From an optimization exercise on the open Yosys and OpenROAD flow, aimed at a short achievable clock period and few clock cycles; shortcuts taken in it are not production practice. Power and IR drop assume default switching activity.

## old
==> flow/design.v (excerpt) <==
module RV32Core(
    input  wire        CPU_CLK,
    input  wire        CPU_RST,
    output wire [31:0] imem_addr,
    input  wire [31:0] imem_rdata,
    output wire [31:0] dmem_addr,
    output wire [3:0]  dmem_we,
    output wire [31:0] dmem_wdata,
    input  wire [31:0] dmem_rdata
    );
    localparam NB = 4;      
    reg  [31:2]   pcF;
    reg  [NB-1:0] bValid;
    reg  [31:2]   bTag [0:NB-1];
    reg  [31:2]   bTgt [0:NB-1];
    reg  [1:0]    bCtr [0:NB-1];
    reg  [1:0]    bPtr;
    reg           updV, updTaken, updJal;
    reg  [NB-1:0] updHit;
    reg  [31:2]   updPc, updTgt;
    reg           vF2, predF2;
    reg  [31:2]   pcF2;
    reg  [NB-1:0] bHitF2;
    reg           vS, predS;
    reg  [31:0]   irS;
    reg  [31:2]   pcS;
    reg  [NB-1:0] bHitS;
    reg           vD, predD;
    reg  [31:0]   irD;
    reg  [31:2]   pcD;
    reg  [NB-1:0] bHitD;
    reg           validE, predE;
    reg  [NB-1:0] bHitE;
    reg           elE, elM;      
    reg           wrE, ldE, stE, brE, jalE;
    reg  [4:0]    rdE;
    reg  [2:0]    f3E;
    reg           sraE;
    reg  [9:0]    aluSelE;       
    reg  [31:0]   rfAE, rfBE, immE, constE;
    reg           fAME, fBME, fSME, fACE, fBCE, fAGE;
    reg  [4:0]    rfSE;
    reg           rAlwE, rEqE, rNeE, rLtE, rGeE, rLtuE, rGeuE, tPcE, tAguE;
    reg  [31:2]   tgtE, linkE, pcE;
    reg           wrM, ldM;
    reg  [4:0]    rdM;
    reg  [31:0]   resM;
    reg  [2:0]    f3M;
    reg  [1:0]    alM;
    reg  [31:0]   daddrM, dwdataM;
    reg  [3:0]    dweM;
    reg           wrW, ldW;
    reg  [4:0]    rdW;
    reg  [31:0]   resW;
    reg  [2:0]    f3W;
    reg  [1:0]    alW;
    reg  [31:0]   rf [1:31];
    assign imem_addr  = {pcF, 2'b00};
    assign dmem_addr  = daddrM;
    assign dmem_we    = dweM;
    assign dmem_wdata = dwdataM;
    wire [1:0]  ldAl = elM ? alM : alW;
    wire [2:0]  ldF3 = elM ? f3M : f3W;
    wire [31:0] ldShift = dmem_rdata >> {ldAl, 3'b000};
    reg  [31:0] ldVal;
    always @(*) begin
        case (ldF3)
            3'b000:  ldVal = {{24{ldShift[7]}},  ldShift[7:0]};
  ...
Size in the first run: ~11000 cells after synthesis, about 170 I/O pins, about 100000 sq um of cells after synthesis.
==> flow/config.mk <==
export PLATFORM = sky130hd
export DESIGN_NAME = RV32Core
export DESIGN_NICKNAME = RV32Core
export VERILOG_FILES = /design/flow/design.v
export SDC_FILE = /design/flow/constraint.sdc
export NUM_CORES = 8
export LEC_CHECK = 0
export CAP_MARGIN = 20
export CORE_MARGIN = 2
export CORE_UTILIZATION = 22
export GPL_TIMING_DRIVEN = 1
export SLEW_MARGIN = 20
export SYNTH_HIERARCHICAL = 1
export TNS_END_PERCENT = 100
==> flow/constraint.sdc <==
create_clock -name core_clock -period 10.0 [get_ports {CPU_CLK}]
set_input_delay 2.0000 -clock core_clock [delete_from_list [all_inputs] [get_ports {CPU_CLK}]]
set_output_delay 2.0000 -clock core_clock [all_outputs]
set_load 0.01 [all_outputs]
standard.sh (not shown) runs the stock make flow with config.mk's settings and CLKGATE_MAP_FILE= SYNTH_SCRIPT=/design/flow/synth_recipe.tcl, a recipe that flattens the netlist after the stock synthesis.
==> flow/flow/run.sh <==
#!/bin/bash
set -euo pipefail
bash standard.sh SETUP_SLACK_MARGIN=6.8 finish > standard_flow.log 2>&1
Relative to old, the following input files were edited for new:
--- a/flow/design.v
+++ b/flow/design.v
@@ -166,12 +166,14 @@
     reg  [9:0]    aluSelE;       
     reg  [31:0]   rfAE, rfBE, immE, constE;
     reg           fAME, fBME, fSME, fACE, fBCE, fAGE;
     reg  [4:0]    rfSE;
     reg           rAlwE, rEqE, rNeE, rLtE, rGeE, rLtuE, rGeuE, tPcE, tAguE;
     reg  [31:2]   tgtE, linkE, pcE;
+    reg           redirM;
+    reg  [31:2]   redirTgtM;
     reg           wrM, ldM;
     reg  [4:0]    rdM;
     reg  [31:0]   resM;
     reg  [2:0]    f3M;
     reg  [1:0]    alM;
     reg  [31:0]   daddrM, dwdataM;
@@ -179,13 +181,14 @@
     reg           wrW, ldW;
     reg  [4:0]    rdW;
     reg  [31:0]   resW;
     reg  [2:0]    f3W;
     reg  [1:0]    alW;
     reg  [31:0]   rf [1:31];
-    assign imem_addr  = {pcF, 2'b00};
+    reg  [31:2]   pcO;
+    assign imem_addr  = {pcO, 2'b00};
     assign dmem_addr  = daddrM;
     assign dmem_we    = dweM;
     assign dmem_wdata = dwdataM;
     wire [1:0]  ldAl = elM ? alM : alW;
     wire [2:0]  ldF3 = elM ? f3M : f3W;
     wire [31:0] ldShift = dmem_rdata >> {ldAl, 3'b000};
@@ -308,23 +311,31 @@
     wire [31:0] agu;
     KSAdd #(32) addAgu (.a(opAg), .b(immE), .s(agu));
     wire redirE;
     RedirCell rdc (.alw(rAlwE), .sEq(rEqE), .sNe(rNeE), .sLt(rLtE), .sGe(rGeE),
                    .sLtu(rLtuE), .sGeu(rGeuE), .eq(beq), .lt(slt), .ltu(sltu), .r(redirE));
     wire [31:2] redirTgt = tPcE ? tgtE : (tAguE ? agu[31:2] : linkE);
+    reg [31:2] pcNext;
+    always @(*) begin
+        if (redirM)      pcNext = redirTgtM;
+        else if (redirD) pcNext = pcImmD[31:2];
+        else if (dropF2) pcNext = pcF2;           
+        else if (predF)  pcNext = bTgtF;
+        else             pcNext = pcF + 30'd1;
+    end
     reg [3:0] weE;
     always @(*) begin
         case (f3E[1:0])
             2'b00:   weE = 4'b0001 << agu[1:0];
             2'b01:   weE = agu[1] ? 4'b1100 : 4'b0011;
             default: weE = 4'b1111;
         endcase
     end
     wire [31:0] stData = (f3E[1:0] == 2'b00) ? {4{opB[7:0]}} :
                          (f3E[1:0] == 2'b01) ? {2{opB[15:0]}} : opB;
-    wire advD   = vD && !stallD && !redirE;      
+    wire advD   = vD && !stallD && !redirM;      
     wire redirD = advD && sTakeD;                
     wire takeD  = advD || !vD;                   
     wire loadD  = !stallD;      
     wire dropF2 = vF2 && stallD && vS;
     always @(posedge CPU_CLK or posedge CPU_RST) begin
         if (CPU_RST) begin
@@ -346,26 +357,23 @@
             elM     <= 1'b0;
             stE     <= 1'b0;
             brE     <= 1'b0;
             jalE    <= 1'b0;
             wrM     <= 1'b0;
             ldM     <= 1'b0;
-            dweM    <= 4'b0;
+            redirM  <= 1'b0;
             wrW     <= 1'b0;
             ldW     <= 1'b0;
             bValid  <= {NB{1'b0}};
             bPtr    <= 2'b0;
             updV    <= 1'b0;
         end else begin
-            if (redirE)      pcF <= redirTgt;
-            else if (redirD) pcF <= pcImmD[31:2];
-            else if (dropF2) pcF <= pcF2;           
-            else if (predF)  pcF <= bTgtF;
-            else             pcF <= pcF + 30'd1;
-            vF2 <= !(redirE || redirD || dropF2);
-            if (redirE || redirD) begin
+            pcF <= pcNext;
+            vF2 <= !(redirM || redirD || dropF2);
+            redirM <= redirE && !redirM;
+            if (redirM || redirD) begin
                 vS <= 1'b0;
                 vD <= 1'b0;
             end else if (takeD) begin
                 vD <= vS || vF2;
                 vS <= vS && vF2;
             end else begin
@@ -382,19 +390,18 @@
             wrE    <= advD && wrD;
             ldE    <= advD && isLd && !elD;
             elE    <= advD && isLd && elD;
             stE    <= advD && isSt;
             brE    <= advD && isBr;
             jalE   <= advD && isJal;
-            wrM  <= wrE;
-            ldM  <= ldE;
-            elM  <= elE;
-            dweM <= stE ? weE : 4'b0;
+            wrM  <= wrE && !redirM;
+            ldM  <= ldE && !redirM;
+            elM  <= elE && !redirM;
             wrW  <= wrM;
             ldW  <= ldM;
-            updV <= validE && (brE || jalE);
+            updV <= validE && (brE || jalE) && !redirM;
             if (updV && !(|updHit) && updTaken) begin
                 bValid[bPtr] <= 1'b1;
                 bPtr         <= bPtr + 2'd1;
             end
         end
     end
@@ -453,12 +460,15 @@
             end else if (updTaken) begin
                 bTag[bPtr] <= updPc;
                 bTgt[bPtr] <= updTgt;
                 bCtr[bPtr] <= updJal ? 2'b11 : 2'b10;
             end
         end
+        pcO     <= CPU_RST ? 30'b0 : pcNext;
+        dweM    <= (CPU_RST || redirM || !stE) ? 4'b0 : weE;
+        redirTgtM <= redirTgt;
         rdM     <= rdE;
         resM    <= aluOut;
         f3M     <= f3E;
         alM     <= agu[1:0];
         daddrM  <= elD ? immI : agu;
         dwdataM <= stData;
### Flow results
new: done, clean on timing, DRC and antenna
[compare] base=old new=new: global-route usage fell 0.35 points, worst clock skew on the final layout fell 6.9 ps.
The run showing the smaller non-clock buffer count is old.
Comparing old and new, the lower number of design-rule violations left by the first detailed-router iteration was measured on old.
Compared with old, number of sinks driven by the clock tree in new increased by a few percent.
Relative to old, combinational group share of total power has decreased by 0.6 points in new.
new — peak clock frequency supported by timing 8.4% higher, old as reference
Total core area was lower in old than in new.
Area enclosed by the die boundary for new is higher than for old.
Compared with old, new shows a proportion of layout cells with a drive suffix above 1 that is 0.66 points higher.
Re total wire length: new is 7.3 mm up on old.
Between old and new, the difference in portion of total power attributed to the clock network is negligible.
Between old and new, the total power draw is lower for old.
Going from old to new, number of gates on the worst path with buffers counted grew by a few percent.
No functional check of the RTL was part of any run of this note.

[port drivers added, routing unchanged]
No port has a modelled driver above. Below, the same layouts with a new extraction and two added sets of constraints.
Step 1, drivers: a clkbuf_16 drives CPU_CLK and a buf_2 each remaining input, both assumed.
Step 2, shift: input delay + t, output delay - t, t = (earliest + latest rising clock arrival at the registers) / 2. This alone moves slack from input paths to output paths.
Three values: no drivers, after step 1, after step 2; two values: the first two.
run	shift t [ns]	setup slack, ns	worst register clock-pin slew, ns
old	1.022	6.234 / 6.234 / 5.568	0.08 / 0.08
new	1.022	6.524 / 6.447 / 5.704	0.08 / 0.08
After both steps setup and hold are still met in every run listed. For new, which loses most, drivers alone change the setup slack by -0.077 ns; drivers and shift together by -0.820 ns.
